Context: an optimization exercise on an open-source flow, tuned for small area and a short achievable clock period. The choices shown serve that exercise and are no tape-out recipe. Where RTL was checked, it was by simulation tests only, not by an equivalence proof against the original. Only the layout flow was run in run 1; the RTL was not checked for function there.

## flow/design.v (module list and top-level ports; edited modules follow where they fit)
// module sig_altmult_add: 2104 lines
module sig_altmult_add
(
	input signed [15:0] dataa, datab, datac, datad,
	input 		clock, aclr,
	output reg 	[32:0] result
);
  // ...
==> flow/flow/run.sh <==
#!/bin/bash
set -uo pipefail
here=$(pwd)
bash standard.sh "SYNTH_ARGS=-noabc" \
  "BUFFER_PORTS_ARGS=-buffer_cell sky130_fd_sc_hd__buf_1" \
  "POST_FLOORPLAN_TCL=$here/flow/upsize.tcl" finish > run_make.log 2>&1
status=$?
tail -20 run_make.log
exit $status
==> flow/flow/upsize.tcl <==
foreach inst [get_cells -quiet {a_r* c_r* m0_* m1_*}] {
  if {[get_property [get_lib_cells -of_objects $inst] name] == "sky130_fd_sc_hd__dfxtp_1"} {
    replace_cell $inst sky130_fd_sc_hd__dfxtp_4
  }
}
==> flow/standard.sh <==
#!/bin/bash
# synth_recipe.tcl (not shown) runs the flow's synth.tcl, then flattens the netlist and writes it again
# the make line also repeats each setting of config.mk as NAME=value (left out here)
make -C /OpenROAD-flow-scripts/flow DESIGN_CONFIG=/design/flow/config.mk WORK_HOME=/design/flow/orfs CLKGATE_MAP_FILE= SYNTH_SCRIPT=/design/flow/synth_recipe.tcl "${@:-finish}"
==> flow/config.mk <==
export PLATFORM = sky130hd
export DESIGN_NAME = sig_altmult_add
export DESIGN_NICKNAME = sig_altmult_add
export VERILOG_FILES = /design/flow/design.v
export SDC_FILE = /design/flow/constraint.sdc
export NUM_CORES = 4
export LEC_CHECK = 0
export CAP_MARGIN = 20
export CORE_MARGIN = 2
export CORE_UTILIZATION = 40
export SETUP_SLACK_MARGIN = 3.8
export SLEW_MARGIN = 20
==> flow/constraint.sdc <==
create_clock -name core_clock -period 7.0 [get_ports {clock}]
set_input_delay 1.4000 -clock core_clock [delete_from_list [all_inputs] [get_ports {clock}]]
set_output_delay 1.4000 -clock core_clock [all_outputs]
set_load 0.01 [all_outputs]
==> out/summary.md, run 1 <==
The non-clock inverter total of the final layout was 51. The worst setup path is of the register to register kind. The worst hold path begins at v2.

The first routing iteration left 1115 violations. The tools report the first element of the critical path as t_r[52]. Fraction of synthesized cell area in xor and xnor cells: 0.1671. The path class of the tightest hold or removal check is register to register.

The logs give 0.2597 for the sequential-to-total area share from yosys stat and 3790 ps for the data arrival time of the critical path. Via count normalized by instance count: 5.512. After synthesis, the cell types taking the most area are fa_1 (29%), dfxtp_1 (26%), xnor2_1 (14%). The fraction of met1 tracks used by global routing was 0.3078. Walking the worst path, the cells encountered are ha_4 -> fa_2 -> fa_2 -> ha_4 -> nand4_1 -> a21oi_1 -> or3_1 -> a21oi_2 -> a31oi_1 -> a211o_1 -> a21oi_2 -> xnor2_1. Critical-path cell with the highest stage delay: fa_2. The run gives 0 as the overflow left after global routing. Data on the critical path is required at its endpoint by 7460 ps. Input and output buffers added on the ports amount to 98. After routing the design area is 0.01789 mm^2. The floorplan step defined a die boundary enclosing 0.04184 mm^2. In this run, synthesis inferred 0 flip-flops with an integrated enable.

The tools report the startpoint kind of the worst setup timing path as a register. Once placement finished, the instance area stood at 0.01688 mm^2. The number of cells on the worst reg-to-reg path is 12. For the final routed database, the setup TNS stands at 0 ps. The flow ran to the end and the layout has no timing, DRC or antenna violations. The number of antenna-violating nets in the routed design was 0; the total number of yosys warnings was 1.

After floorplanning, the core was divided into 73 placement rows. The critical path contains buffers and inverters numbering 0 combined. The proportion of cell area occupied by multi-input gates was 0.6335. The number of global-route vias before repair is 11390. The library cell used most frequently in the layout, excluding fill and tap cells, is xnor2_1. Storage element area: 0.004484 mm^2. The die span in y came out at 204.6 um. The largest registers in the layout are t_r (92), s_r (33). Simple logic cell fraction of the synthesized area: 0.04549.

The final critical-path setup slack came out at 3673 ps.
==> run 2, diff against run 1 <==
--- a/flow/design.v
+++ b/flow/design.v
@@ -702,102 +702,130 @@
   wire s417;
   wire c418;
   wire s419;
   wire c420;
   wire s421;
   wire c422;
   wire s423;
   wire c424;
-  wire s425;
-  wire c426;
-  wire s427;
-  wire c428;
-  wire s429;
-  wire c430;
-  wire s431;
-  wire c432;
-  wire s433;
-  wire c434;
-  wire s435;
-  wire c436;
-  wire s437;
-  wire c438;
+  wire q425;
+  wire q426;
+  wire co427;
+  wire s428;
+  wire c429;
+  wire s430;
+  wire c431;
+  wire s432;
+  wire c433;
+  wire s434;
+  wire c435;
+  wire q436;
+  wire q437;
+  wire co438;
   wire s439;
   wire c440;
-  wire s441;
-  wire c442;
-  wire s443;
-  wire c444;
-  wire s445;
-  wire c446;
-  wire s447;
-  wire c448;
+  wire q441;
+  wire q442;
+  wire co443;
+  wire s444;
+  wire c445;
+  wire q446;
+  wire q447;
+  wire co448;
   wire s449;
   wire c450;
-  wire s451;
-  wire c452;
-  wire s453;
-  wire c454;
-  wire s455;
-  wire c456;
-  wire s457;
-  wire c458;
+  wire q451;
+  wire q452;
+  wire co453;
+  wire s454;
+  wire c455;
+  wire q456;
+  wire q457;
+  wire co458;
   wire s459;
   wire c460;
-  wire s461;
-  wire c462;
-  wire s463;
-  wire c464;
-  wire s465;
-  wire c466;
-  wire s467;
-  wire c468;
+  wire q461;
+  wire q462;
+  wire co463;
+  wire s464;
+  wire c465;
+  wire q466;
+  wire q467;
+  wire co468;
   wire s469;
   wire c470;
-  wire s471;
-  wire c472;
-  wire s473;
-  wire c474;
-  wire s475;
-  wire c476;
-  wire s477;
-  wire c478;
+  wire q471;
+  wire q472;
+  wire co473;
+  wire s474;
+  wire c475;
+  wire q476;
+  wire q477;
+  wire co478;
   wire s479;
   wire c480;
-  wire s481;
-  wire c482;
-  wire s483;
-  wire c484;
-  wire s485;
-  wire c486;
-  wire s487;
-  wire c488;
+  wire q481;
+  wire q482;
+  wire co483;
+  wire s484;
+  wire c485;
+  wire q486;
+  wire q487;
+  wire co488;
   wire s489;
   wire c490;
-  wire s491;
-  wire c492;
-  wire s493;
-  wire c494;
-  wire s495;
-  wire c496;
-  wire s497;
-  wire c498;
+  wire q491;
+  wire q492;
+  wire co493;
+  wire s494;
+  wire c495;
+  wire q496;
+  wire q497;
+  wire co498;
   wire s499;
   wire c500;
-  wire s501;
-  wire c502;
-  wire s503;
-  wire c504;
-  wire s505;
-  wire c506;
-  wire s507;
-  wire c508;
+  wire q501;
+  wire q502;
+  wire co503;
+  wire s504;
+  wire c505;
+  wire q506;
+  wire q507;
+  wire co508;
   wire s509;
   wire c510;
+  wire q511;
+  wire q512;
+  wire co513;
+  wire s514;
+  wire c515;
+  wire q516;
+  wire q517;
+  wire co518;
+  wire s519;
+  wire c520;
+  wire s521;
+  wire c522;
+  wire s523;
+  wire c524;
+  wire q525;
+  wire q526;
+  wire co527;
+  wire s528;
+  wire c529;
+  wire s530;
+  wire c531;
+  wire q532;
+  wire q533;
+  wire co534;
+  wire s535;
+  wire c536;
+  wire s537;
+  wire c538;
   wire [32:0] g0, p0;
   wire cg1_1;
   wire cp1_1;
   wire cg1_3;
   wire cp1_3;
   wire cg1_5;
   wire cp1_5;
   wire cg1_7;
@@ -1696,104 +1724,132 @@
   assign s417 = t_r[47] ^ t_r[48] ^ t_r[49];
   assign c418 = (t_r[47] & t_r[48]) | (t_r[47] & t_r[49]) | (t_r[48] & t_r[49]);
   assign s419 = t_r[52] ^ t_r[53];
   assign c420 = t_r[52] & t_r[53];
   assign s421 = t_r[56] ^ t_r[57] ^ t_r[58];
   assign c422 = (t_r[56] & t_r[57]) | (t_r[56] & t_r[58]) | (t_r[57] & t_r[58]);
   assign s423 = t_r[61] ^ t_r[62];
   assign c424 = t_r[61] & t_r[62];
-  assign s425 = t_r[14] ^ t_r[15];
-  assign c426 = t_r[14] & t_r[15];
-  assign s427 = t_r[18] ^ t_r[19];
-  assign c428 = t_r[18] & t_r[19];
-  assign s429 = t_r[21] ^ t_r[22];
-  assign c430 = t_r[21] & t_r[22];
-  assign s431 = t_r[24] ^ t_r[25];
-  assign c432 = t_r[24] & t_r[25];
-  assign s433 = t_r[27] ^ t_r[28];
-  assign c434 = t_r[27] & t_r[28];
-  assign s435 = t_r[32] ^ t_r[33] ^ t_r[34];
-  assign c436 = (t_r[32] & t_r[33]) | (t_r[32] & t_r[34]) | (t_r[33] & t_r[34]);
-  assign s437 = t_r[37] ^ t_r[38] ^ c410;
-  assign c438 = (t_r[37] & t_r[38]) | (t_r[37] & c410) | (t_r[38] & c410);
-  assign s439 = t_r[41] ^ t_r[42] ^ c412;
-  assign c440 = (t_r[41] & t_r[42]) | (t_r[41] & c412) | (t_r[42] & c412);
-  assign s441 = t_r[45] ^ t_r[46] ^ c414;
-  assign c442 = (t_r[45] & t_r[46]) | (t_r[45] & c414) | (t_r[46] & c414);
-  assign s443 = t_r[50] ^ t_r[51] ^ c416;
-  assign c444 = (t_r[50] & t_r[51]) | (t_r[50] & c416) | (t_r[51] & c416);
-  assign s445 = t_r[54] ^ t_r[55] ^ s419;
-  assign c446 = (t_r[54] & t_r[55]) | (t_r[54] & s419) | (t_r[55] & s419);
-  assign s447 = t_r[59] ^ t_r[60] ^ c420;
-  assign c448 = (t_r[59] & t_r[60]) | (t_r[59] & c420) | (t_r[60] & c420);
-  assign s449 = t_r[63] ^ t_r[64] ^ s423;
-  assign c450 = (t_r[63] & t_r[64]) | (t_r[63] & s423) | (t_r[64] & s423);
-  assign s451 = t_r[65] ^ t_r[66] ^ t_r[67];
-  assign c452 = (t_r[65] & t_r[66]) | (t_r[65] & t_r[67]) | (t_r[66] & t_r[67]);
-  assign s453 = t_r[68] ^ t_r[69];
-  assign c454 = t_r[68] & t_r[69];
-  assign s455 = t_r[71] ^ t_r[72] ^ t_r[73];
-  assign c456 = (t_r[71] & t_r[72]) | (t_r[71] & t_r[73]) | (t_r[72] & t_r[73]);
-  assign s457 = t_r[75] ^ t_r[76];
-  assign c458 = t_r[75] & t_r[76];
-  assign s459 = t_r[5] ^ t_r[6];
-  assign c460 = t_r[5] & t_r[6];
-  assign s461 = t_r[8] ^ t_r[9];
-  assign c462 = t_r[8] & t_r[9];
-  assign s463 = t_r[10] ^ t_r[11];
-  assign c464 = t_r[10] & t_r[11];
-  assign s465 = t_r[12] ^ t_r[13];
-  assign c466 = t_r[12] & t_r[13];
-  assign s467 = t_r[16] ^ t_r[17] ^ s425;
-  assign c468 = (t_r[16] & t_r[17]) | (t_r[16] & s425) | (t_r[17] & s425);
-  assign s469 = t_r[20] ^ c426 ^ s427;
-  assign c470 = (t_r[20] & c426) | (t_r[20] & s427) | (c426 & s427);
-  assign s471 = t_r[23] ^ c428 ^ s429;
-  assign c472 = (t_r[23] & c428) | (t_r[23] & s429) | (c428 & s429);
-  assign s473 = t_r[26] ^ c430 ^ s431;
-  assign c474 = (t_r[26] & c430) | (t_r[26] & s431) | (c430 & s431);
-  assign s475 = t_r[29] ^ c432 ^ s433;
-  assign c476 = (t_r[29] & c432) | (t_r[29] & s433) | (c432 & s433);
-  assign s477 = c434 ^ s409 ^ s435;
-  assign c478 = (c434 & s409) | (c434 & s435) | (s409 & s435);
-  assign s479 = s411 ^ c436 ^ s437;
-  assign c480 = (s411 & c436) | (s411 & s437) | (c436 & s437);
-  assign s481 = s413 ^ c438 ^ s439;
-  assign c482 = (s413 & c438) | (s413 & s439) | (c438 & s439);
-  assign s483 = s415 ^ c440 ^ s441;
-  assign c484 = (s415 & c440) | (s415 & s441) | (c440 & s441);
-  assign s485 = s417 ^ c442 ^ s443;
-  assign c486 = (s417 & c442) | (s417 & s443) | (c442 & s443);
-  assign s487 = c418 ^ c444 ^ s445;
-  assign c488 = (c418 & c444) | (c418 & s445) | (c444 & s445);
-  assign s489 = s421 ^ c446 ^ s447;
-  assign c490 = (s421 & c446) | (s421 & s447) | (c446 & s447);
-  assign s491 = c422 ^ c448 ^ s449;
-  assign c492 = (c422 & c448) | (c422 & s449) | (c448 & s449);
-  assign s493 = c424 ^ s451 ^ c450;
-  assign c494 = (c424 & s451) | (c424 & c450) | (s451 & c450);
-  assign s495 = t_r[70] ^ s453 ^ c452;
-  assign c496 = (t_r[70] & s453) | (t_r[70] & c452) | (s453 & c452);
-  assign s497 = t_r[74] ^ c454 ^ s455;
-  assign c498 = (t_r[74] & c454) | (t_r[74] & s455) | (c454 & s455);
-  assign s499 = t_r[77] ^ s457 ^ c456;
-  assign c500 = (t_r[77] & s457) | (t_r[77] & c456) | (s457 & c456);
-  assign s501 = t_r[78] ^ t_r[79] ^ c458;
-  assign c502 = (t_r[78] & t_r[79]) | (t_r[78] & c458) | (t_r[79] & c458);
-  assign s503 = t_r[80] ^ t_r[81];
-  assign c504 = t_r[80] & t_r[81];
-  assign s505 = t_r[82] ^ t_r[83] ^ t_r[84];
-  assign c506 = (t_r[82] & t_r[83]) | (t_r[82] & t_r[84]) | (t_r[83] & t_r[84]);
-  assign s507 = t_r[85] ^ t_r[86];
-  assign c508 = t_r[85] & t_r[86];
-  assign s509 = t_r[88] ^ t_r[89];
-  assign c510 = t_r[88] & t_r[89];
-  assign row0 = {1'b1, t_r[91], t_r[90], t_r[87], s507, c504, s503, s501, c498, c496, s495, s493, c490, s489, c486, c484, c482, c480, c478, c476, c474, c472, c470, c468, c466, c464, c462, c460, t_r[7], t_r[4], t_r[3], t_r[2], t_r[0]};
-  assign row1 = {1'b0, c510, s509, c508, c506, s505, c502, c500, s499, s497, c494, c492, s491, c488, s487, s485, s483, s481, s479, s477, s475, s473, s471, s469, s467, s465, s463, s461, s459, 1'b0, 1'b0, 1'b0, t_r[1]};
+  assign q425 = t_r[5] ^ t_r[6];
+  assign q426 = q425 ^ t_r[7] ^ 1'b0;
+  assign co427 = q425 ? t_r[7] : t_r[5];
+  assign s428 = q426 ^ 1'b0;
+  assign c429 = q426 ? 1'b0 : 1'b0;
+  assign s430 = t_r[8] ^ t_r[9] ^ co427;
+  assign c431 = (t_r[8] & t_r[9]) | (t_r[8] & co427) | (t_r[9] & co427);
+  assign s432 = t_r[10] ^ t_r[11];
+  assign c433 = t_r[10] & t_r[11];
+  assign s434 = t_r[12] ^ t_r[13];
+  assign c435 = t_r[12] & t_r[13];
+  assign q436 = t_r[14] ^ t_r[15];
+  assign q437 = q436 ^ t_r[16] ^ t_r[17];
+  assign co438 = q436 ? t_r[16] : t_r[14];
+  assign s439 = q437 ^ 1'b0;
+  assign c440 = q437 ? 1'b0 : t_r[17];
+  assign q441 = t_r[18] ^ t_r[19];
+  assign q442 = q441 ^ t_r[20] ^ 1'b0;
+  assign co443 = q441 ? t_r[20] : t_r[18];
+  assign s444 = q442 ^ co438;
+  assign c445 = q442 ? co438 : 1'b0;
+  assign q446 = t_r[21] ^ t_r[22];
+  assign q447 = q446 ^ t_r[23] ^ 1'b0;
+  assign co448 = q446 ? t_r[23] : t_r[21];
+  assign s449 = q447 ^ co443;
+  assign c450 = q447 ? co443 : 1'b0;
+  assign q451 = t_r[24] ^ t_r[25];
+  assign q452 = q451 ^ t_r[26] ^ 1'b0;
+  assign co453 = q451 ? t_r[26] : t_r[24];
+  assign s454 = q452 ^ co448;
+  assign c455 = q452 ? co448 : 1'b0;
+  assign q456 = t_r[27] ^ t_r[28];
+  assign q457 = q456 ^ t_r[29] ^ 1'b0;
+  assign co458 = q456 ? t_r[29] : t_r[27];
+  assign s459 = q457 ^ co453;
+  assign c460 = q457 ? co453 : 1'b0;
+  assign q461 = t_r[32] ^ t_r[33];
+  assign q462 = q461 ^ t_r[34] ^ s409;
+  assign co463 = q461 ? t_r[34] : t_r[32];
+  assign s464 = q462 ^ co458;
+  assign c465 = q462 ? co458 : s409;
+  assign q466 = t_r[37] ^ t_r[38];
+  assign q467 = q466 ^ c410 ^ s411;
+  assign co468 = q466 ? c410 : t_r[37];
+  assign s469 = q467 ^ co463;
+  assign c470 = q467 ? co463 : s411;
+  assign q471 = t_r[41] ^ t_r[42];
+  assign q472 = q471 ^ c412 ^ s413;
+  assign co473 = q471 ? c412 : t_r[41];
+  assign s474 = q472 ^ co468;
+  assign c475 = q472 ? co468 : s413;
+  assign q476 = t_r[45] ^ t_r[46];
+  assign q477 = q476 ^ c414 ^ s415;
+  assign co478 = q476 ? c414 : t_r[45];
+  assign s479 = q477 ^ co473;
+  assign c480 = q477 ? co473 : s415;
+  assign q481 = t_r[50] ^ t_r[51];
+  assign q482 = q481 ^ c416 ^ s417;
+  assign co483 = q481 ? c416 : t_r[50];
+  assign s484 = q482 ^ co478;
+  assign c485 = q482 ? co478 : s417;
+  assign q486 = t_r[54] ^ t_r[55];
+  assign q487 = q486 ^ s419 ^ c418;
+  assign co488 = q486 ? s419 : t_r[54];
+  assign s489 = q487 ^ co483;
+  assign c490 = q487 ? co483 : c418;
+  assign q491 = t_r[59] ^ t_r[60];
+  assign q492 = q491 ^ c420 ^ s421;
+  assign co493 = q491 ? c420 : t_r[59];
+  assign s494 = q492 ^ co488;
+  assign c495 = q492 ? co488 : s421;
+  assign q496 = t_r[63] ^ t_r[64];
+  assign q497 = q496 ^ s423 ^ c422;
+  assign co498 = q496 ? s423 : t_r[63];
+  assign s499 = q497 ^ co493;
+  assign c500 = q497 ? co493 : c422;
+  assign q501 = t_r[65] ^ t_r[66];
+  assign q502 = q501 ^ t_r[67] ^ c424;
+  assign co503 = q501 ? t_r[67] : t_r[65];
+  assign s504 = q502 ^ co498;
+  assign c505 = q502 ? co498 : c424;
+  assign q506 = t_r[68] ^ t_r[69];
+  assign q507 = q506 ^ t_r[70] ^ 1'b0;
+  assign co508 = q506 ? t_r[70] : t_r[68];
+  assign s509 = q507 ^ co503;
+  assign c510 = q507 ? co503 : 1'b0;
+  assign q511 = t_r[71] ^ t_r[72];
+  assign q512 = q511 ^ t_r[73] ^ t_r[74];
+  assign co513 = q511 ? t_r[73] : t_r[71];
+  assign s514 = q512 ^ co508;
+  assign c515 = q512 ? co508 : t_r[74];
+  assign q516 = t_r[75] ^ t_r[76];
+  assign q517 = q516 ^ t_r[77] ^ 1'b0;
+  assign co518 = q516 ? t_r[77] : t_r[75];
+  assign s519 = q517 ^ co513;
+  assign c520 = q517 ? co513 : 1'b0;
+  assign s521 = t_r[78] ^ t_r[79] ^ co518;
+  assign c522 = (t_r[78] & t_r[79]) | (t_r[78] & co518) | (t_r[79] & co518);
+  assign s523 = t_r[80] ^ t_r[81];
+  assign c524 = t_r[80] & t_r[81];
+  assign q525 = t_r[82] ^ t_r[83];
+  assign q526 = q525 ^ t_r[84] ^ 1'b0;
+  assign co527 = q525 ? t_r[84] : t_r[82];
+  assign s528 = q526 ^ 1'b0;
+  assign c529 = q526 ? 1'b0 : 1'b0;
+  assign s530 = t_r[85] ^ t_r[86] ^ co527;
+  assign c531 = (t_r[85] & t_r[86]) | (t_r[85] & co527) | (t_r[86] & co527);
+  assign q532 = t_r[88] ^ t_r[89];
+  assign q533 = q532 ^ t_r[90] ^ 1'b0;
+  assign co534 = q532 ? t_r[90] : t_r[88];
+  assign s535 = q533 ^ 1'b0;
+  assign c536 = q533 ? 1'b0 : 1'b0;
+  assign s537 = t_r[91] ^ co534;
+  assign c538 = t_r[91] & co534;
+  assign row0 = {c538, c536, s535, c531, c529, c524, c522, c520, c515, c510, c505, c500, c495, c490, c485, c480, c475, c470, c465, c460, c455, c450, c445, c440, c435, c433, c431, c429, s428, t_r[4], t_r[3], t_r[2], t_r[0]};
+  assign row1 = {1'b1, s537, 1'b0, t_r[87], s530, s528, s523, s521, s519, s514, s509, s504, s499, s494, s489, s484, s479, s474, s469, s464, s459, s454, s449, s444, s439, s434, s432, s430, 1'b0, 1'b0, 1'b0, 1'b0, t_r[1]};
   assign g0 = row0 & row1;
   assign p0 = row0 ^ row1;
   assign cg1_1 = g0[1] | (p0[1] & g0[0]);
   assign cp1_1 = p0[1] & p0[0];
   assign cg1_3 = g0[3] | (p0[3] & g0[2]);
   assign cp1_3 = p0[3] & p0[2];
   assign cg1_5 = g0[5] | (p0[5] & g0[4]);
   assign cp1_5 = p0[5] & p0[4];
==> run 2 against run 1 <==
Net effect:
- maximum frequency increased by 5.2%
- global-route usage decreased by 0.44 points
- register-to-register slack improved by 160 ps
- count of clock-buffer cells in the layout decreased by 2
==> out/summary.md, run 2 <==
The flow ran to the end and the layout has no timing, DRC or antenna violations. The total half-perimeter wirelength after legalization and detailed placement is 32190 um (was 31990 um). For the largest net degree at the start of global routing, the log shows 34 (unchanged). The run gives 23 (was 24) as the number of buffers created by CTS. The die footprint was 0.04238 mm^2 (was 0.04184 mm^2); the top-area cell type share of the netlist area was 0.2517 (was 0.2862). The number of maximum-capacitance violations is 0 (unchanged). The required arrival time at the worst endpoint is 7470 ps (was 7460 ps). TritonCTS built the clock tree. The clock transition time at the flip-flop clock pins of the worst setup and hold paths works out to 60 ps (about the same). The final worst clock skew is 13.25 ps (was 14.78 ps). The cell area after technology mapping is 0.01630 mm^2 (was 0.01609 mm^2), and the time the worst path needs with I/O delays and setup is 3164 ps (was 3327 ps). The critical path's largest stage delay was 520 ps (was 560 ps); the total number of yosys warnings was 1 (unchanged). The count of input and output buffers is 98 (unchanged). The cell depth of the worst min-delay path is 0 (unchanged). The startpoint kind of the worst setup timing path was a register (unchanged). The number of inserted diodes came out at 0 (unchanged). The share of the synthesized area in compound gates (AO/OA/AOI/OAI) was 0.1412 (was 0.1409). The startpoint-to-endpoint class of the critical path is register to register (unchanged).

Most repeated cell in the gate-level netlist after synthesis: xnor2_1 (unchanged). The async set-or-reset flop fraction in the synthesized netlist is 0.01442 (unchanged), and the placeable core region is 0.04001 mm^2 (was 0.03973 mm^2). The timing-limited maximum frequency is 316.1 MHz (was 300.5 MHz). The routed length per placed instance came out at 21.42 um (was 22.09 um). Most frequent cells in the layout: xnor2_1 (300), a22oi_1 (240), fa_1 (203) (was xnor2_1 (255), a22oi_1 (240), fa_1 (228)). The cell accounting for the most synthesized area was dfxtp_1 (was fa_1). The simple logic cell fraction of the synthesized area was 0.04375 (was 0.04549).

Biggest registers after layout: t_r (92), s_r (33) (unchanged). The fraction of synthesized cell area in xor and xnor cells is 0.1981 (was 0.1671), and the number of clock sinks seen by CTS is 208 (unchanged). Number of synthesized flops with an enable pin: 0 (unchanged). Crit path cell chain: ha_4 -> maj3_2 -> xnor2_2 -> xnor2_2 -> ha_4 -> and2_4 -> a211o_1 -> a31oi_4 -> nand2b_4 -> a31oi_4 -> or4b_1 -> nand4b_1 (was ha_4 -> fa_2 -> fa_2 -> ha_4 -> nand4_1 -> a21oi_1 -> or3_1 -> a21oi_2 -> a31oi_1 -> a211o_1 -> a21oi_2 -> xnor2_1). The number of hold-slack violations in the final timing report is 0 (unchanged), and the number of core rows is 73 (unchanged).

The overall track demand over capacity in global routing is 0.2080 (was 0.2124). The number of buffers and inverters on the critical path is 0 (unchanged).

The worst reg2reg path startpoint is t_r[52] (unchanged). The fraction of layout cells with a size suffix above 1 works out to 0.1201 (was 0.1103). Most flop-heavy register: t_r (unchanged). The die extent in x came out at 205.9 um (was 204.6 um). The adder-cell share of the synthesized area was 0.3145 (was 0.3398); the post-route clock period utilization was 0.4519 (was 0.4753). The overflow left after global routing was 0 (unchanged). The net count of the mapped netlist came out at 1841 (was 1826). The tools report the wire length of the first global-routing pass as 67840 um (was 68590 um).

The tools report the endpoint of the worst hold-timing path as v3 (unchanged). The worst min-delay path class is register to register (unchanged).

Post-route cell area: 0.01815 mm^2 (was 0.01789 mm^2). Startpoint of the lowest-slack hold path: v2 (unchanged). For the final wirelength, the log shows 43700 um (was 43840 um). The mean cell area of the mapped netlist came out at 10.79 um^2 (was 11.01 um^2). The via count normalized by instance count was 5.508 (was 5.512). The sequential-to-total area share from yosys stat came out at 0.2564 (was 0.2597).

For the register-to-register setup slack, the log shows 3840 ps (was 3670 ps). For the initial core utilization, the log shows 0.4075 (was 0.4049). Largest fanout on the critical path: 5 (was 3).

The root buffer cell was clkbuf_16 (unchanged). The critical-path cell with the highest stage delay was or4b_1 (was fa_2). The number of remaining DRC errors is 0 (unchanged).

The number of ports placed on the die boundary was 99 (unchanged); the number of distinct library cells after synthesis was 54 (was 46). The tools report the category of the worst setup path capture point as a register (unchanged). Number of antenna-violating nets in the routed design: 0 (unchanged). The number of buffers on the longest clock path came out at 3 (unchanged). The number of DRC violations after detailed-routing iteration 0 is 1259 (was 1115), and the flip-flop count of the largest register, all copies and words added is 92 (unchanged). The share of cell area taken by muxes after synthesis is 0 (was 0.0006221). The aggregate negative setup slack was 0 ps (unchanged).

Synth area leaders: dfxtp_1 (25%), fa_1 (25%), xnor2_1 (17%) (was fa_1 (29%), dfxtp_1 (26%), xnor2_1 (14%)). The tools report the clock latency reported for the late side of the worst-skew pair as 530 ps (was 540 ps). Most common cell after layout, fill and taps aside: xnor2_1 (unchanged). The most used flip-flop cell after synthesis is dfxtp_1 (unchanged).

The instance count of the mapped netlist is 1511 (was 1461), and the depth of the worst register-to-register path is 12 (unchanged). Most frequent cells after synthesis: xnor2_1 (311), a22oi_1 (240), dfxtp_1 (205) (was xnor2_1 (255), a22oi_1 (240), fa_1 (230)). The post-place instance area was 0.01708 mm^2 (was 0.01688 mm^2). The final estimated routing congestion in global placement is 0.9091 (was 0.9020). Number of iterations in the first detailed-routing pass: 6 (unchanged). The die span in y is 205.9 um (was 204.6 um). The post-synthesis sequential element count is 208 (unchanged). The endpoint of the worst-slack reg-to-reg timing path is s_r[26] (unchanged). Setup repair after global routing could not meet its margin everywhere.

The dominant delay contributor by cell family on the critical path was simple AND/OR/NAND/NOR gates (was adder cells). The via total after detailed routing was 11240 (was 10940); the layout overhead on the synthesized area was 11.37% (was 11.22%). The combinational family with the most area after synthesis was adder cells (unchanged). The run gives 3630 ps (was 3790 ps) as the data arrival time of the critical path.

The hold buffer count at CTS came out at 0 (unchanged). The number of levels in the clock H-tree is 1 (unchanged).

The tools report the final-stage net count as 1829 (was 1808). The number of global-route vias before repair is 11410 (was 11390), and the number of slew-limit violations in the final report is 0 (unchanged). The logs give 0 (unchanged) for the count of final setup violators and 0 (unchanged) for the initial antenna violation count.
[run 2: changes by cell type after synthesis, sizes merged, moves of 4 or more]
cell / previous run / this run
nand3: 6 / 2
nor2: 20 / 16
maj3: 0 / 30
a21oi: 16 / 12
fa: 230 / 203
xnor2: 255 / 311
ha: 69 / 61
and3: 6 / 2
nand2: 30 / 34
[run 2: per-layer routing]
layer / vias up / routed length [um] / GRT usage
li1: 5035 / - / -
met1: 5619 / 19480 / 0.2962
met2: 502 / 19300 / 0.3193
met3: 80 / 3870 / 0.04210
met4: 0 / 1043 / 0.06173
met5: - / 0 / 0
[run 2: area by class of cell]
class,count,area [um^2]
Tap cell,525,656.9
Fill cell,3766,21850
Multi-Input combinational cell,1104,11620
Sequential cell,208,4484
Clock buffer,30,685.7
Timing Repair Buffer,108,442.9
Clock inverter,11,66.31
Inverter,54,202.7
[run 2: stage by stage]
step                      hold slack [ps]  setup WS, ps  utilization  std cells
after floorplan                     331.2          3824            -       1511
after global placement              332.2          3654       0.4270       1989
after detailed placement            349.7          3608       0.4270       1989
after CTS                           363.4          3710       0.4470       2031
after global routing                374.1          3751       0.4538       2040
final                               359.5          3836       0.4538       2040
[run 2: timing repair]
action | 4_1_cts | 5_1_grt
gates cloned | 0 | 0
resized for setup | 9 | 39
setup endpoints to repair | 41 | 12
pin swaps | 5 | 26
setup buffers | 1 | 9
[run 2: logic make-up after synthesis]
| group | Yosys count |
|---|---|
| xor+xnor | 367 |
| compound gates | 313 |
| fa+ha+maj | 294 |
| flops | 208 |
| buf+inv | 199 |
| simple gates | 129 |
| other cells | 1 |
[run 2: how the worst max path moves through the flow]
stage                            from  endpoint  slack [ps]  depth (start not counted)
after floorplan           m1_neg_r[7]   t_r[46]        3820                          7
after global placement        t_r[52]   s_r[26]        3650                         12
after detailed placement      t_r[52]   s_r[26]        3610                         12
after CTS                     t_r[52]   s_r[26]        3710                         12
after global routing          t_r[52]   s_r[26]        3750                         12
final                         t_r[52]   s_r[26]        3840                         12
==> run 3, diff against run 2 <==
--- a/flow/config.mk
+++ b/flow/config.mk
@@ -8,5 +8,5 @@
 export CAP_MARGIN = 20
 export CORE_MARGIN = 2
 export CORE_UTILIZATION = 40
-export SETUP_SLACK_MARGIN = 3.8
+export SETUP_SLACK_MARGIN = 4.1
 export SLEW_MARGIN = 20
==> run 3 against run 2 <==
Net effect:
- critical endpoint is now s_r[19]
- routed wire length up 6.9%
- hold slack got worse by 5.0 ps
- maximum frequency is 3.5% higher
- critical path depth decreased by 1
- die area unchanged
- largest cell class unchanged
- sequential share of layout area down 1.6 points
- clock skew is 2.2 ps lower
- synthesized area stayed put
- flip-flop and latch count stayed put
- highest routed layer unchanged
- global-route usage grew 0.66 points
==> out/summary.md, run 3 <==
The root buffer cell is clkbuf_16 (unchanged). The number of inserted filler cells in the final layout came out at 3643 (was 3766). The transition time at the pin with the least slew margin was 523.8 ps; the post-synthesis sequential element count was 208 (unchanged). The number of slew-limit violations in the final report is 0 (unchanged). Setup repair after global routing could not meet its margin everywhere. The tools report the number of ports placed on the die boundary as 99 (unchanged). The worst min-delay path class was register to register (unchanged). The post-route clock period utilization is 0.4367 (was 0.4519), and the layout overhead on the synthesized area is 19.29% (was 11.37%).

The clock latency reported for the late side of the worst-skew pair is 530 ps (about the same). Crit path cell chain: ha_4 -> maj3_2 -> xnor2_2 -> xnor2_2 -> ha_4 -> and4_1 -> a221o_2 -> o21a_1 -> o21a_4 -> or4_4 -> o311ai_2 (was ha_4 -> maj3_2 -> xnor2_2 -> xnor2_2 -> ha_4 -> and2_4 -> a211o_1 -> a31oi_4 -> nand2b_4 -> a31oi_4 -> or4b_1 -> nand4b_1). The worst-case headroom to the max-slew limit was 0.6471; the total half-perimeter wirelength after legalization and detailed placement was 32260 um (was 32190 um). Sequential-to-total area share from yosys stat: 0.2564 (unchanged).

The timing-limited maximum frequency was 327.1 MHz (was 316.1 MHz); the routed length per placed instance was 21.92 um (was 21.42 um). The number of core rows was 73 (unchanged); the via count normalized by instance count was 5.527 (was 5.508). Instance count of the mapped netlist: 1511 (unchanged). Net count of the mapped netlist: 1841 (unchanged). The clock transition time at the flip-flop clock pins of the worst setup and hold paths was 60 ps (about the same); the die footprint was 0.04238 mm^2 (unchanged). Biggest registers after layout: t_r (92), s_r (33) (unchanged). The number of buffers on the longest clock path was 3 (unchanged); the mean cell area of the mapped netlist was 10.79 um^2 (unchanged).

The die extent in x works out to 205.9 um (unchanged). The final estimated routing congestion in global placement was 0.9101 (was 0.9091). Most common cell after layout, fill and taps aside: xnor2_1 (unchanged).

The required arrival time at the worst endpoint came out at 7440 ps (was 7470 ps). The most repeated cell in the gate-level netlist after synthesis is xnor2_1 (unchanged).

For the number of distinct library cells after synthesis, the log shows 54 (unchanged). The critical path's largest stage delay came out at 420 ps (was 520 ps). The top-area cell type share of the netlist area is 0.2517 (unchanged). The flow ran to the end and the layout has no timing, DRC or antenna violations. The die span in y is 205.9 um (unchanged). The dominant delay contributor by cell family on the critical path was compound AO/OA/AOI/OAI gates (was simple AND/OR/NAND/NOR gates).

The number of remaining DRC errors was 0 (unchanged). The placeable core region is 0.04001 mm^2 (unchanged), and the fraction of layout cells with a size suffix above 1 is 0.2334 (was 0.1201). Most frequent cells after synthesis: xnor2_1 (311), a22oi_1 (240), dfxtp_1 (205) (unchanged). Startpoint-to-endpoint class of the critical path: register to register (unchanged). Flip-flop count of the largest register, all copies and words added: 92 (unchanged). The number of iterations in the first detailed-routing pass is 6 (unchanged).

The wire length of the first global-routing pass is 69930 um (was 67840 um). The category of the worst setup path capture point was a register (unchanged). Number of hold-slack violations in the final timing report: 0 (unchanged). The logs give 1989 (unchanged) for the number of placed cells counting well taps and 0.004486 mm^2 (was 0.004484 mm^2) for the storage element area. The overflow left after global routing is 0 (unchanged), and the instance count on the critical path is 11 (was 12). The number of inserted diodes is 0 (unchanged), and the final core utilization is 0.4861 (was 0.4538). Number of buffers and inverters on the critical path: 0 (unchanged). The final worst clock skew was 11.00 ps (was 13.25 ps). The number of synthesized flops with an enable pin is 0 (unchanged), and the non-filler instance count after layout is 2132 (was 2040).

The initial antenna violation count was 0 (unchanged); the via total after detailed routing was 11780 (was 11240). Overall track demand over capacity in global routing: 0.2145 (was 0.2080). The critical-path cell with the highest stage delay was a221o_2 (was or4b_1).

The number of global-route vias before repair was 11710 (was 11410). Most frequent cells in the layout: xnor2_1 (288), a22oi_1 (223), fa_1 (171) (was xnor2_1 (300), a22oi_1 (240), fa_1 (203)). The tools report the startpoint kind of the worst setup timing path as a register (unchanged).

The area used by multi-input combinational logic was 0.01204 mm^2 (was 0.01162 mm^2); the hold buffer count at CTS was 0 (unchanged). Time the worst path needs with I/O delays and setup: 3057 ps (was 3164 ps). The largest net degree at the start of global routing was 19 (was 34).

The most flop-heavy register was t_r (unchanged). The most used flip-flop cell after synthesis was dfxtp_1 (unchanged). The final-stage net count came out at 1919 (was 1829).

The number of maximum-capacitance violations was 0 (unchanged); the depth of the worst register-to-register path was 11 (was 12). The final wirelength was 46730 um (was 43700 um); the largest fanout on the critical path was 5 (unchanged). The tools report the cell area after technology mapping as 0.01630 mm^2 (unchanged).

The total number of yosys warnings is 1 (unchanged), and the number of buffers created by CTS is 24 (was 23). The data arrival time of the critical path came out at 3500 ps (was 3630 ps). TritonCTS built the clock tree. The logs give 0 ps (unchanged) for the aggregate negative setup slack and 0 (unchanged) for the count of final setup violators. Synth area leaders: dfxtp_1 (25%), fa_1 (25%), xnor2_1 (17%) (unchanged). The cell accounting for the most synthesized area was dfxtp_1 (unchanged). Number of DRC violations after detailed-routing iteration 0: 1220 (was 1259).

The number of antenna-violating nets in the routed design is 0 (unchanged), and the async set-or-reset flop fraction in the synthesized netlist is 0.01442 (unchanged). Count of input and output buffers: 98 (unchanged). The run gives 208 (unchanged) as the number of clock sinks seen by CTS. The number of levels in the clock H-tree is 1 (unchanged).

The cell depth of the worst min-delay path is 0 (unchanged). The initial core utilization was 0.4075 (unchanged).
==> run 3: per-layer routing <==
| metal | global-route usage | vias to the layer above | share of wire |
|---|---|---|---|
| li1 | - | 5216 | - |
| met3 | 0.04415 | 108 | 0.086 |
| met4 | 0.05689 | 0 | 0.026 |
| met5 | 0 | - | 0 |
| met2 | 0.3327 | 614 | 0.45 |
| met1 | 0.3049 | 5845 | 0.43 |
==> run 3: cell families after synthesis <==
family	synth area share
DFF	0.2564
other	0.0002300
xor gates and xnor gates	0.1981
AOI/OAI and AO/OA	0.1412
adders and majority gates	0.3145
and+or+nand+nor	0.04375
buffers and inverters	0.04582
==> run 3: path summary, 6_finish.rpt <==
kind                            slack [ps]       to  startpoint
worst min-delay path                   350       v3          v2
max in group asynchronous             6160       v3        aclr
min in group asynchronous              700       v1        aclr
worst min register to register         350       v3          v2
worst max-delay path                  3940  s_r[19]     t_r[31]
worst max register to register        3940  s_r[19]     t_r[31]
==> run 3: final cells by class <==
class	instances	area share
Multi-Input combinational cell	1104	0.6193
Sequential cell	208	0.2307
Timing Repair Buffer	197	0.06370
Clock buffer	32	0.03667
Tap cell	525	0.03378
Inverter	54	0.01042
Clock inverter	12	0.005469
==> run 3: timing repair <==
| action | in CTS | in global routing |
|---|---|---|
| pin swaps | 31 | 55 |
| buffers inserted | 15 | 83 |
| endpoints found under the setup margin | 51 | 50 |
| cloned | 0 | 1 |
| resized for setup | 46 | 115 |
==> run 3: per-stage QoR <==
stage	area (um^2)	hold slack (ps)	setup WS [ps]
5_1_grt	19450	362.7	3814
4_1_cts	18350	360.0	3900
3_5_place_dp	17200	336.4	3773
3_3_place_gp	17200	337.2	3830
6_report	19450	354.6	3943
2_1_floorplan	16560	331.2	4002
==> run 4, diff against run 3 <==
--- a/flow/config.mk
+++ b/flow/config.mk
@@ -8,5 +8,5 @@
 export CAP_MARGIN = 20
 export CORE_MARGIN = 2
 export CORE_UTILIZATION = 40
-export SETUP_SLACK_MARGIN = 4.1
+export SETUP_SLACK_MARGIN = 3.95
 export SLEW_MARGIN = 20
==> run 4 against run 3 <==
Net effect:
- critical path depth did not move
- utilization is 3.0 points lower
- first-iteration DRC count increased by 16%
- synthesized area unchanged
- hold slack worse by 6.7 ps
- synthesized cell count unchanged
- clock skew is 1.3 ps higher
- final area is 6.1% lower
- flip-flop and latch count stayed put
- critical path type unchanged
==> out/summary.md, run 4 <==
The flow ran to the end and the layout has no timing, DRC or antenna violations. Count of final setup violators: 0 (unchanged). For the via total after detailed routing, the log shows 11250 (was 11780). The logs give 73 (unchanged) for the number of core rows and 3950 ps (was 3940 ps) for the register-to-register setup slack. The time the worst path needs with I/O delays and setup is 3045 ps (was 3057 ps). The number of antenna-violating nets in the routed design is 0 (unchanged). The die extent in x was 205.9 um (unchanged). The number of buffers and inverters on the critical path came out at 0 (unchanged). The cell accounting for the most synthesized area was dfxtp_1 (unchanged). The total half-perimeter wirelength after legalization and detailed placement came out at 32130 um (was 32260 um). The tools report the timing-limited maximum frequency as 328.4 MHz (was 327.1 MHz).

Biggest registers after layout: t_r (92), s_r (33) (unchanged). The run gives 0.01630 mm^2 (unchanged) as the cell area after technology mapping. The top-area cell type share of the netlist area is 0.2517 (unchanged), and the total number of yosys warnings is 1 (unchanged). For the worst-case headroom to the max-slew limit, the log shows 0.6581 (was 0.6471). For the worst hold margin, the log shows 347.9 ps (was 354.6 ps). The wire length of the first global-routing pass is 68250 um (was 69930 um).

The number of iterations in the first detailed-routing pass was 6 (unchanged). The busiest layer in global routing was met2 (unchanged). The overflow left after global routing was 0 (unchanged). The combinational family with the most area after synthesis is adder cells (unchanged). Mean cell area of the mapped netlist: 10.79 um^2 (unchanged). The post-synthesis sequential element count is 208 (unchanged), and the number of global-route vias before repair is 11480 (was 11710).

The most common cell after layout, fill and taps aside was xnor2_1 (unchanged). Sequential-to-total area share from yosys stat: 0.2564 (unchanged). The die footprint is 0.04238 mm^2 (unchanged). The number of buffers on the longest clock path is 3 (unchanged). The number of levels in the clock H-tree was 1 (unchanged). The final worst clock skew is 12.32 ps (was 11.00 ps). The count of input and output buffers came out at 98 (unchanged).

The number of inserted filler cells in the final layout is 3727 (was 3643). The area used by multi-input combinational logic is 0.01166 mm^2 (was 0.01204 mm^2), and the die span in y is 205.9 um (unchanged). The startpoint kind of the worst setup timing path was a register (unchanged).

Number of inserted diodes: 0 (unchanged). The placeable core region is 0.04001 mm^2 (unchanged), and the initial core utilization is 0.4075 (unchanged). The post-placement worst setup slack was 3717 ps (was 3773 ps).

The most repeated cell in the gate-level netlist after synthesis is xnor2_1 (unchanged). The via count normalized by instance count is 5.509 (was 5.527). The simple logic cell fraction of the synthesized area works out to 0.04375 (unchanged). The net count of the mapped netlist came out at 1841 (unchanged). Worst min-delay path class: register to register (unchanged). The clock transition time at the flip-flop clock pins of the worst setup and hold paths was 60 ps (about the same). Synth area leaders: dfxtp_1 (25%), fa_1 (25%), xnor2_1 (17%) (unchanged).

The root buffer cell is clkbuf_16 (unchanged). Category of the worst setup path capture point: a register (unchanged). The tools report the hold buffer count at CTS as 0 (unchanged). The adder-cell share of the synthesized area was 0.3145 (unchanged). Layout overhead on the synthesized area: 11.97% (was 19.29%). Transition time at the pin with the least slew margin: 507.5 ps (was 523.8 ps). Number of distinct library cells after synthesis: 54 (unchanged).

Met2 capacity usage during global routing: 0.3170 (was 0.3327). The number of maximum-capacitance violations is 0 (unchanged). Most frequent cells after synthesis: xnor2_1 (311), a22oi_1 (240), dfxtp_1 (205) (unchanged). The share of the synthesized area in compound gates (AO/OA/AOI/OAI) was 0.1412 (unchanged). The critical-path cell with the highest stage delay was fa_1 (was a221o_2). The data arrival time of the critical path came out at 3520 ps (was 3500 ps). Most frequent cells in the layout: xnor2_1 (302), a22oi_1 (240), fa_1 (203) (was xnor2_1 (288), a22oi_1 (223), fa_1 (171)).

The most used flip-flop cell after synthesis was dfxtp_1 (unchanged). The post-route clock period utilization works out to 0.4350 (was 0.4367). Final critical-path setup slack: 3955 ps (was 3943 ps).

The routed length per placed instance was 21.42 um (was 21.92 um). The startpoint-to-endpoint class of the critical path is register to register (unchanged). The overall track demand over capacity in global routing was 0.2099 (was 0.2145); the number of ports placed on the die boundary was 99 (unchanged). The aggregate negative setup slack was 0 ps (unchanged); the number of buffers created by CTS was 24 (unchanged).

The tools report the final wirelength as 43760 um (was 46730 um). Setup repair after global routing could not meet its margin everywhere. The critical path's largest stage delay was 510 ps (was 420 ps). The run gives 1410 (was 1220) as the number of DRC violations after detailed-routing iteration 0.

The tools report the number of hold-slack violations in the final timing report as 0 (unchanged). Final-stage net count: 1830 (was 1919). The number of slew-limit violations in the final report came out at 0 (unchanged). The number of synthesized flops with an enable pin is 0 (unchanged), and the non-filler instance count after layout is 2043 (was 2132). The met3 track utilization from global routing was 0.05266 (was 0.04415); the final estimated routing congestion in global placement was 0.8807 (was 0.9101). The initial antenna violation count came out at 0 (unchanged). Storage element area: 0.004487 mm^2 (was 0.004486 mm^2).

The share of cell area taken by muxes after synthesis is 0 (unchanged). Crit path cell chain: fa_1 -> xnor2_1 -> xnor2_1 -> ha_4 -> a21o_1 -> a211o_1 -> a31oi_4 -> nand2b_4 -> a31oi_4 -> or4b_1 -> nand4b_1 (was ha_4 -> maj3_2 -> xnor2_2 -> xnor2_2 -> ha_4 -> and4_1 -> a221o_2 -> o21a_1 -> o21a_4 -> or4_4 -> o311ai_2). Fraction of synthesized cell area in xor and xnor cells: 0.1981 (unchanged). The async set-or-reset flop fraction in the synthesized netlist was 0.01442 (unchanged); the largest net degree at the start of global routing was 34 (was 19). The fraction of layout cells with a size suffix above 1 was 0.1258 (was 0.2334). The number of remaining DRC errors was 0 (unchanged); the fraction of met1 tracks used by global routing was 0.2988 (was 0.3049). The required arrival time at the worst endpoint was 7470 ps (was 7440 ps). The most flop-heavy register was t_r (unchanged). Largest fanout on the critical path: 4 (was 5). The number of placed cells counting well taps is 1989 (unchanged), and the flip-flop count of the largest register, all copies and words added is 92 (unchanged). TritonCTS built the clock tree.

The number of clock sinks seen by CTS is 208 (unchanged). Dominant delay contributor by cell family on the critical path: adder cells (was compound AO/OA/AOI/OAI gates). The logs give 540 ps (was 530 ps) for the clock latency reported for the late side of the worst-skew pair and 1511 (unchanged) for the instance count of the mapped netlist.
run 4: cell count changes in the layout (fill, tap and decap cells not counted), sizes merged:
cell	before	now
bufinv	1	2
clkinv	5	7
clkbuf	47	28
buf	182	108
clkinvlp	1	2
run 4: area by class of cell:
| class | instances | share of cell area |
|---|---|---|
| multi-input cells | 1104 | 0.6387 |
| flip-flops and latches | 208 | 0.2458 |
| well taps | 525 | 0.03599 |
| clock buffers | 28 | 0.03564 |
| repair buffers | 108 | 0.02447 |
| inverters | 54 | 0.01110 |
| clock inverters | 16 | 0.008294 |
run 4: worst register-to-register path: stages, from the launching register on:
cell	delay, ps
dfxtp_2	320
fa_1	510
xnor2_1	160
xnor2_1	270
ha_4	270
a21o_1	160
a211o_1	320
a31oi_4	190
nand2b_4	160
a31oi_4	80
or4b_1	460
nand4b_1	90
run 4: path summary, 6_finish.rpt:
kind,start,endpoint,depth (start not counted)
setup / recovery,t_r[49],s_r[26],11
hold / removal,v2,v3,0
setup reg to reg,t_r[49],s_r[26],11
hold reg to reg,v2,v3,0
max in group asynchronous,aclr,v3,2
min in group asynchronous,aclr,v1,2
run 4: timing repair:
action | CTS | global route
endpoints found under the hold margin | 0 | 0
setup buffers | 6 | 4
endpoints found under the setup margin | 43 | 14
gates resized for setup | 33 | 21
pin swaps | 18 | 21
run 4: through the flow:
stage | cell area, um^2 | util
after global placement | 17110 | 0.4277
after floorplan | 16360 | -
after CTS | 18130 | 0.4531
after detailed placement | 17110 | 0.4277
after global routing | 18250 | 0.4563
final | 18250 | 0.4563
run 4: logic make-up after synthesis:
logic type / after synthesis
AOI/OAI and AO/OA: 313
xor gates and xnor gates: 367
other: 1
and+or+nand+nor: 129
buffers and inverters: 199
adders and majority gates: 294
DFF: 208
run 4: layer usage:
layer,vias up,routed length (um)
met5,-,0
met4,0,972
met3,84,4364
met2,536,19090
met1,5588,19330
li1,5046,-
==> run 5, diff against run 4 <==
--- a/flow/config.mk
+++ b/flow/config.mk
@@ -7,6 +7,6 @@
 export LEC_CHECK = 0
 export CAP_MARGIN = 20
 export CORE_MARGIN = 2
-export CORE_UTILIZATION = 40
+export CORE_UTILIZATION = 55
 export SETUP_SLACK_MARGIN = 3.95
 export SLEW_MARGIN = 20
==> run 5 against run 4 <==
Net effect:
- still clean on timing, DRC and antenna
- critical path depth is the same
- hold slack gained 6.7 ps
- die area shrank 27%
- utilization grew 17 points
- setup slack lost 66 ps
- via count grew 0.41%
- flip-flop and latch count is the same
- global-route usage grew 7.2 points
- synthesized cell count is the same
- first-iteration DRC count shrank 23%
- largest cell class unchanged
==> out/summary.md, run 5 <==
The run gives 54 (unchanged) as the number of distinct library cells after synthesis. The startpoint kind of the worst setup timing path is a register (unchanged). Largest net degree at the start of global routing: 34 (unchanged). The largest fanout on the critical path is 4 (unchanged), and the post-place instance area is 0.01694 mm^2 (was 0.01711 mm^2). The data arrival time of the critical path was 3580 ps (was 3520 ps); the clock latency reported for the late side of the worst-skew pair was 540 ps (about the same).

The run gives 18130 um (was 19090 um) as the total length of routed met2 wires. Synth area leaders: dfxtp_1 (25%), fa_1 (25%), xnor2_1 (17%) (unchanged). The number of antenna-violating nets in the routed design was 0 (unchanged); the async set-or-reset flop fraction in the synthesized netlist was 0.01442 (unchanged). Root buffer cell: clkbuf_16 (unchanged). The wire length of the first global-routing pass was 67010 um (was 68250 um); the layout overhead on the synthesized area was 13.24% (was 11.97%). Worst min-delay path class: register to register (unchanged).

The number of ports placed on the die boundary is 99 (unchanged), and the die extent in x is 176.2 um (was 205.9 um). The cell accounting for the most synthesized area was dfxtp_1 (unchanged). The flow ran to the end and the layout has no timing, DRC or antenna violations. The post-route clock period utilization came out at 0.4444 (was 0.4350). The run gives 1855 (was 1830) as the final-stage net count. For the count of final setup violators, the log shows 0 (unchanged). The number of synthesized flops with an enable pin is 0 (unchanged). The most repeated cell in the gate-level netlist after synthesis was xnor2_1 (unchanged). Number of inserted diodes: 0 (unchanged).

The worst hold margin is 354.6 ps (was 347.9 ps). The initial antenna violation count came out at 0 (unchanged). The most used flip-flop cell after synthesis is dfxtp_1 (unchanged). The number of iterations in the first detailed-routing pass is 5 (was 6), and the instance count of the mapped netlist is 1511 (unchanged). For the placeable core region, the log shows 0.02940 mm^2 (was 0.04001 mm^2). The die span in y came out at 176.2 um (was 205.9 um). The critical-path cell with the highest stage delay is fa_1 (unchanged). The number of levels in the clock H-tree is 1 (unchanged). The post-synthesis sequential element count came out at 208 (unchanged). The run gives 0 (unchanged) as the hold buffer count at CTS. The count of input and output buffers came out at 98 (unchanged). Aggregate negative setup slack: 0 ps (unchanged).

The routed wire length on met3 is 4403 um (was 4364 um). The cell area after technology mapping was 0.01630 mm^2 (unchanged). The number of maximum-capacitance violations is 0 (unchanged).

The routed length on met1 came out at 19980 um (was 19330 um). The timing-limited maximum frequency came out at 321.4 MHz (was 328.4 MHz). The number of core rows was 63 (was 73); the number of inserted filler cells in the final layout was 2383 (was 3727).

For the number of clock sinks seen by CTS, the log shows 208 (unchanged). The startpoint-to-endpoint class of the critical path was register to register (unchanged). For the sequential-to-total area share from yosys stat, the log shows 0.2564 (unchanged).

TritonCTS built the clock tree. The via total after detailed routing is 11300 (was 11250). Setup repair after global routing could not meet its margin everywhere. The mean cell area of the mapped netlist was 10.79 um^2 (unchanged); the number of remaining DRC errors was 0 (unchanged).

Crit path cell chain: fa_1 -> xnor2_1 -> xnor2_1 -> ha_4 -> a21o_1 -> a211o_1 -> a31oi_4 -> nand2b_4 -> a31oi_4 -> or4b_1 -> nand4b_1 (unchanged). Biggest registers after layout: t_r (92), s_r (33) (unchanged). The clock transition time at the flip-flop clock pins of the worst setup and hold paths was 60 ps (about the same). The number of hold-slack violations in the final timing report came out at 0 (unchanged). The overflow left after global routing is 0 (unchanged). The top-area cell type share of the netlist area was 0.2517 (unchanged). The final wirelength was 43320 um (was 43760 um); the number of slew-limit violations in the final report was 0 (unchanged).

Highest signal layer in the routed design: met4 (unchanged). The flip-flop count of the largest register, all copies and words added is 92 (unchanged), and the number of DRC violations after detailed-routing iteration 0 is 1084 (was 1410). The number of buffers on the longest clock path was 3 (unchanged); the critical path's largest stage delay was 510 ps (about the same). The initial core utilization is 0.5544 (was 0.4075). The time the worst path needs with I/O delays and setup is 3111 ps (was 3045 ps), and the net count of the mapped netlist is 1841 (unchanged). The post-route cell area came out at 0.01846 mm^2 (was 0.01825 mm^2).

For the worst-case headroom to the max-slew limit, the log shows 0.6641 (was 0.6581). The final estimated routing congestion in global placement was 0.9048 (was 0.8807). The total number of yosys warnings is 1 (unchanged), and the number of buffers created by CTS is 24 (unchanged). The most flop-heavy register is t_r (unchanged). The most common cell after layout, fill and taps aside was xnor2_1 (unchanged). The run gives 7470 ps (about the same) as the required arrival time at the worst endpoint. The category of the worst setup path capture point was a register (unchanged). The routed length per placed instance is 22.41 um (was 21.42 um).

The die footprint came out at 0.03103 mm^2 (was 0.04238 mm^2). For the final worst clock skew, the log shows 14.86 ps (was 12.32 ps). The run gives 11090 (was 11480) as the number of global-route vias before repair. Most frequent cells in the layout: xnor2_1 (294), a22oi_1 (240), fa_1 (200) (was xnor2_1 (302), a22oi_1 (240), fa_1 (203)). Total half-perimeter wirelength after legalization and detailed placement: 30870 um (was 32130 um). The fraction of layout cells with a size suffix above 1 came out at 0.1504 (was 0.1258).

Via count normalized by instance count: 5.846 (was 5.509). Most frequent cells after synthesis: xnor2_1 (311), a22oi_1 (240), dfxtp_1 (205) (unchanged). The transition time at the pin with the least slew margin was 498.6 ps (was 507.5 ps); the register-to-register setup slack was 3890 ps (was 3950 ps).

The overall track demand over capacity in global routing is 0.2822 (was 0.2099).
==> run 5: cell counts after synthesis <==
Identical to the previous run, type by type.
==> run 5: logic make-up after synthesis <==
kind of cell,Yosys count,share of synthesized area
AO/OA/AOI/OAI,313,0.1412
XOR/XNOR,367,0.1981
adder cells (fa/ha/maj),294,0.3145
buffers and inverters,199,0.04582
flip-flops,208,0.2564
other,1,0.0002300
AND/OR/NAND/NOR,129,0.04375
==> run 5: layout make-up <==
class | instances | area, um^2 | share of cell area
clock buffer | 34 | 721.9 | 0.03911
inverter | 54 | 202.7 | 0.01098
timing repair buffer | 133 | 659.4 | 0.03572
sequential | 208 | 4483 | 0.2428
clock inverter | 10 | 132.6 | 0.007184
tap | 390 | 488.0 | 0.02643
multi-input combinational | 1104 | 11770 | 0.6377
==> run 5: final timing paths <==
check | from | end | depth (start not counted)
setup / recovery | t_r[49] | s_r[26] | 11
hold reg to reg | v2 | v3 | 0
max in group asynchronous | aclr | v3 | 2
hold / removal | v2 | v3 | 0
setup reg to reg | t_r[49] | s_r[26] | 11
min in group asynchronous | aclr | v2 | 2
==> run 5: critical path: cells and delay by family, from the launching register on <==
kind / cells / cell delay, ps
and+or+nand+nor: 3 / 790
adders and majority gates: 2 / 770
AOI/OAI and AO/OA: 4 / 750
xor gates and xnor gates: 2 / 420
DFF: 1 / 320
==> run 5: metrics by stage <==
step | std cells | setup WS (ps) | utilization
after floorplan | 1511 | 3919 | -
after global placement | 1854 | 3806 | 0.5762
after detailed placement | 1854 | 3774 | 0.5762
after CTS | 1903 | 3845 | 0.6121
after global routing | 1933 | 3786 | 0.6279
final | 1933 | 3889 | 0.6279
==> run 5: timing repair <==
action	CTS	global route
setup endpoints to repair	43	14
buffers inserted	5	30
pin swaps	20	31
gates resized for setup	28	45
==> run 5: layer usage <==
| metal | global-route usage | up-vias |
|---|---|---|
| met5 | 0 | - |
| met4 | 0.05716 | 0 |
| met3 | 0.06761 | 59 |
| met2 | 0.4051 | 515 |
| met1 | 0.4330 | 5629 |
| li1 | - | 5097 |
==> run 6, diff against run 5 <==
==> flow/flow/upsize.tcl (replaced) <==
foreach inst [get_cells -quiet {a_r* c_r* m0_* m1_*}] {
  if {[get_property [get_lib_cells -of_objects $inst] name] == "sky130_fd_sc_hd__dfxtp_1"} {
    replace_cell $inst sky130_fd_sc_hd__dfxtp_2
  }
}
--- a/flow/config.mk
+++ b/flow/config.mk
@@ -7,6 +7,6 @@
 export LEC_CHECK = 0
 export CAP_MARGIN = 20
 export CORE_MARGIN = 2
-export CORE_UTILIZATION = 55
+export CORE_UTILIZATION = 40
 export SETUP_SLACK_MARGIN = 3.95
 export SLEW_MARGIN = 20
==> run 6 against run 5 <==
Net effect:
- still clean on timing, DRC and antenna
- hold slack got worse by 7.8 ps
- clock skew shrank 4.4 ps
- maximum frequency up 1.7%
- global-route usage decreased by 7.2 points
- critical path depth unchanged
- flip-flop and latch count is the same
- final area shrank 0.49%
- non-clock buffer count down 21
- routed wire length is 2.1% higher
- critical path type unchanged
- highest routed layer is now met5
==> out/summary.md, run 6 <==
The run finished with no timing, DRC or antenna violations. The transition time at the pin with the least slew margin works out to 670.6 ps (was 498.6 ps). The count of input and output buffers works out to 98 (unchanged). The number of synthesized flops with an enable pin was 0 (unchanged); the die footprint was 0.04238 mm^2 (was 0.03103 mm^2). Number of maximum-capacitance violations: 0 (unchanged). The flip-flop count of the largest register, all copies and words added works out to 92 (unchanged).

For the worst hold margin, the log shows 346.8 ps (was 354.6 ps). The final core utilization is 0.4592 (was 0.6279). The tools report the first element of the critical path as t_r[30] (was t_r[49]).

The die span in y is 205.9 um (was 176.2 um). The fraction of synthesized cell area in xor and xnor cells came out at 0.1981 (unchanged). Most frequent cells in the layout: xnor2_1 (292), a22oi_1 (240), fa_1 (203) (was xnor2_1 (294), a22oi_1 (240), fa_1 (200)). The run gives 6 (was 5) as the number of iterations in the first detailed-routing pass. The share of cell area taken by muxes after synthesis works out to 0 (unchanged). The via count normalized by instance count was 5.593 (was 5.846); the time the worst path needs with I/O delays and setup was 3058 ps (was 3111 ps). Final-stage net count: 1833 (was 1855). The required arrival time at the worst endpoint is 7440 ps (was 7470 ps). The number of clock sinks seen by CTS is 208 (unchanged). The number of DRC violations after detailed-routing iteration 0 is 1148 (was 1084), and the layout overhead on the synthesized area is 12.68% (was 13.24%).

The tools report the total number of yosys warnings as 1 (unchanged). For the final worst clock skew, the log shows 10.50 ps (was 14.86 ps). The combinational family with the most area after synthesis is adder cells (unchanged). The initial core utilization was 0.4075 (was 0.5544); the timing-limited maximum frequency was 327.0 MHz (was 321.4 MHz). Biggest registers after layout: t_r (92), s_r (33) (unchanged). The number of global-route vias before repair is 11490 (was 11090). The most repeated cell in the gate-level netlist after synthesis was xnor2_1 (unchanged).

The largest fanout on the critical path was 5 (was 4). The async set-or-reset flop fraction in the synthesized netlist was 0.01442 (unchanged). Startpoint-to-endpoint class of the critical path: register to register (unchanged). The simple logic cell fraction of the synthesized area is 0.04375 (unchanged).

Synth area leaders: dfxtp_1 (25%), fa_1 (25%), xnor2_1 (17%) (unchanged). The run gives 1511 (unchanged) as the instance count of the mapped netlist. The routed length per placed instance works out to 21.64 um (was 22.41 um). The most used flip-flop cell after synthesis is dfxtp_1 (unchanged). The count of final setup violators was 0 (unchanged).

Number of hold-slack violations in the final timing report: 0 (unchanged). The tools report the final wirelength as 44240 um (was 43320 um). Setup repair after global routing could not meet its margin everywhere.

The root buffer cell was clkbuf_16 (unchanged). The clock latency reported for the late side of the worst-skew pair was 530 ps (was 540 ps). The overflow left after global routing came out at 0 (unchanged).

The via total after detailed routing is 11430 (was 11300). The tools report the placeable core region as 0.04001 mm^2 (was 0.02940 mm^2). The sequential-to-total area share from yosys stat is 0.2564 (unchanged). Category of the worst setup path capture point: a register (unchanged).

The clock transition time at the flip-flop clock pins of the worst setup and hold paths works out to 60 ps (about the same). The endpoint of the worst-slack reg-to-reg timing path was s_r[19] (was s_r[26]). The logs give 0.5529 (was 0.6641) for the worst-case headroom to the max-slew limit and 3490 ps (was 3580 ps) for the data arrival time of the critical path.

The run gives 32000 um (was 30870 um) as the total half-perimeter wirelength after legalization and detailed placement. The number of levels in the clock H-tree is 1 (unchanged). The number of buffers created by CTS was 23 (was 24).

The adder-cell share of the synthesized area came out at 0.3145 (unchanged). For the overall track demand over capacity in global routing, the log shows 0.2103 (was 0.2822). The post-synthesis sequential element count came out at 208 (unchanged).

Post-route clock period utilization: 0.4369 (was 0.4444). End of the critical path: s_r[19] (was s_r[26]). The run gives 99 (unchanged) as the number of ports placed on the die boundary. The worst reg2reg path startpoint was t_r[30] (was t_r[49]).

The share of the synthesized area in compound gates (AO/OA/AOI/OAI) was 0.1412 (unchanged).
-- run 6: cell counts after synthesis --
Identical to the previous run, type by type.
-- run 6: repair_timing --
action	4_1_cts	5_1_grt
resized for setup	29	114
hold buffers	0	0
gates cloned	0	0
setup buffers	6	8
setup endpoints to repair	45	62
pin swaps	24	30
-- run 6: worst max-delay path: stages (launching register included) --
cell	delay, ps
dfxtp_2	330
ha_4	160
xnor2_2	150
xnor2_2	170
maj3_2	340
ha_4	250
and4_1	180
a221o_2	430
o21a_1	230
o21a_4	230
or4_4	420
o311ai_2	90
-- run 6: logic make-up (layout without fill, tap and decap cells) --
logic type / Yosys count / after routing
adders and majority gates: 294 / 294
buffers and inverters: 199 / 207
xor gates and xnor gates: 367 / 367
DFF: 208 / 208
other: 1 / 1
AOI/OAI and AO/OA: 313 / 313
and+or+nand+nor: 129 / 129
-- run 6: cell type report --
| cell class | instances | area, um^2 | share of cell area |
|---|---|---|---|
| Sequential cell | 208 | 4452 | 0.2424 |
| Inverter | 54 | 202.7 | 0.01103 |
| Multi-Input combinational cell | 1104 | 11810 | 0.6428 |
| Tap cell | 525 | 656.9 | 0.03576 |
| Clock inverter | 8 | 130.1 | 0.007084 |
| Clock buffer | 33 | 643.1 | 0.03501 |
| Timing Repair Buffer | 112 | 476.7 | 0.02595 |
-- run 6: metrics by stage --
step / setup slack, ps / instance area [um^2] / instances
after floorplan: 3919 / 16360 / 1511
after global placement: 3790 / 16910 / 1989
after detailed placement: 3715 / 16910 / 1989
after CTS: 3863 / 17860 / 2036
after global routing: 3835 / 18370 / 2044
final: 3942 / 18370 / 2044
-- run 6: how the worst min path moves through the flow --
stage                     from  end  depth (start not counted)  slack, ps
after floorplan             v1   v2                          0        330
after global placement      v1   v2                          0        340
after detailed placement    v2   v3                          0        340
after CTS                   v2   v3                          0        350
after global routing        v2   v3                          0        360
final                       v2   v3                          0        350
-- run 6: metal layers --
metal / global-route usage / up-vias / part of all wire
met5: 0 / - / 0.00029
met1: 0.3040 / 5744 / 0.45
met4: 0.05689 / 2 / 0.023
met2: 0.3172 / 538 / 0.44
met3: 0.04604 / 100 / 0.089
li1: - / 5049 / -

==> re-timing with driven ports <==
How much do the figures lean on ideal ports? The routed layouts below were timed once more, with nothing changed but the port constraints. Step 1: set_driving_cell puts a clkbuf_16 on clock and a buf_2 on each other input, an assumption about the parent block. Step 2, shift: input delay + t, output delay - t, t = (earliest + latest rising clock arrival at the registers) / 2. This alone moves slack from input paths to output paths. a / b / c = ideal / step 1 / step 2; a / b = the first two.
run	t (ns)	slack for setup (ns)	clock arrival spread, ns
run 1	0.581	3.673 / 3.673 / 3.673	0.015 / 0.016
run 2	0.577	3.836 / 3.836 / 3.836	0.014 / 0.013
run 3	0.577	3.943 / 3.943 / 3.943	0.011 / 0.011
run 4	0.584	3.955 / 3.955 / 3.955	0.014 / 0.014
run 5	0.587	3.889 / 3.889 / 3.889	0.015 / 0.015
run 6	0.571	3.942 / 3.942 / 3.942	0.013 / 0.013
After both steps every run listed still meets setup and hold.
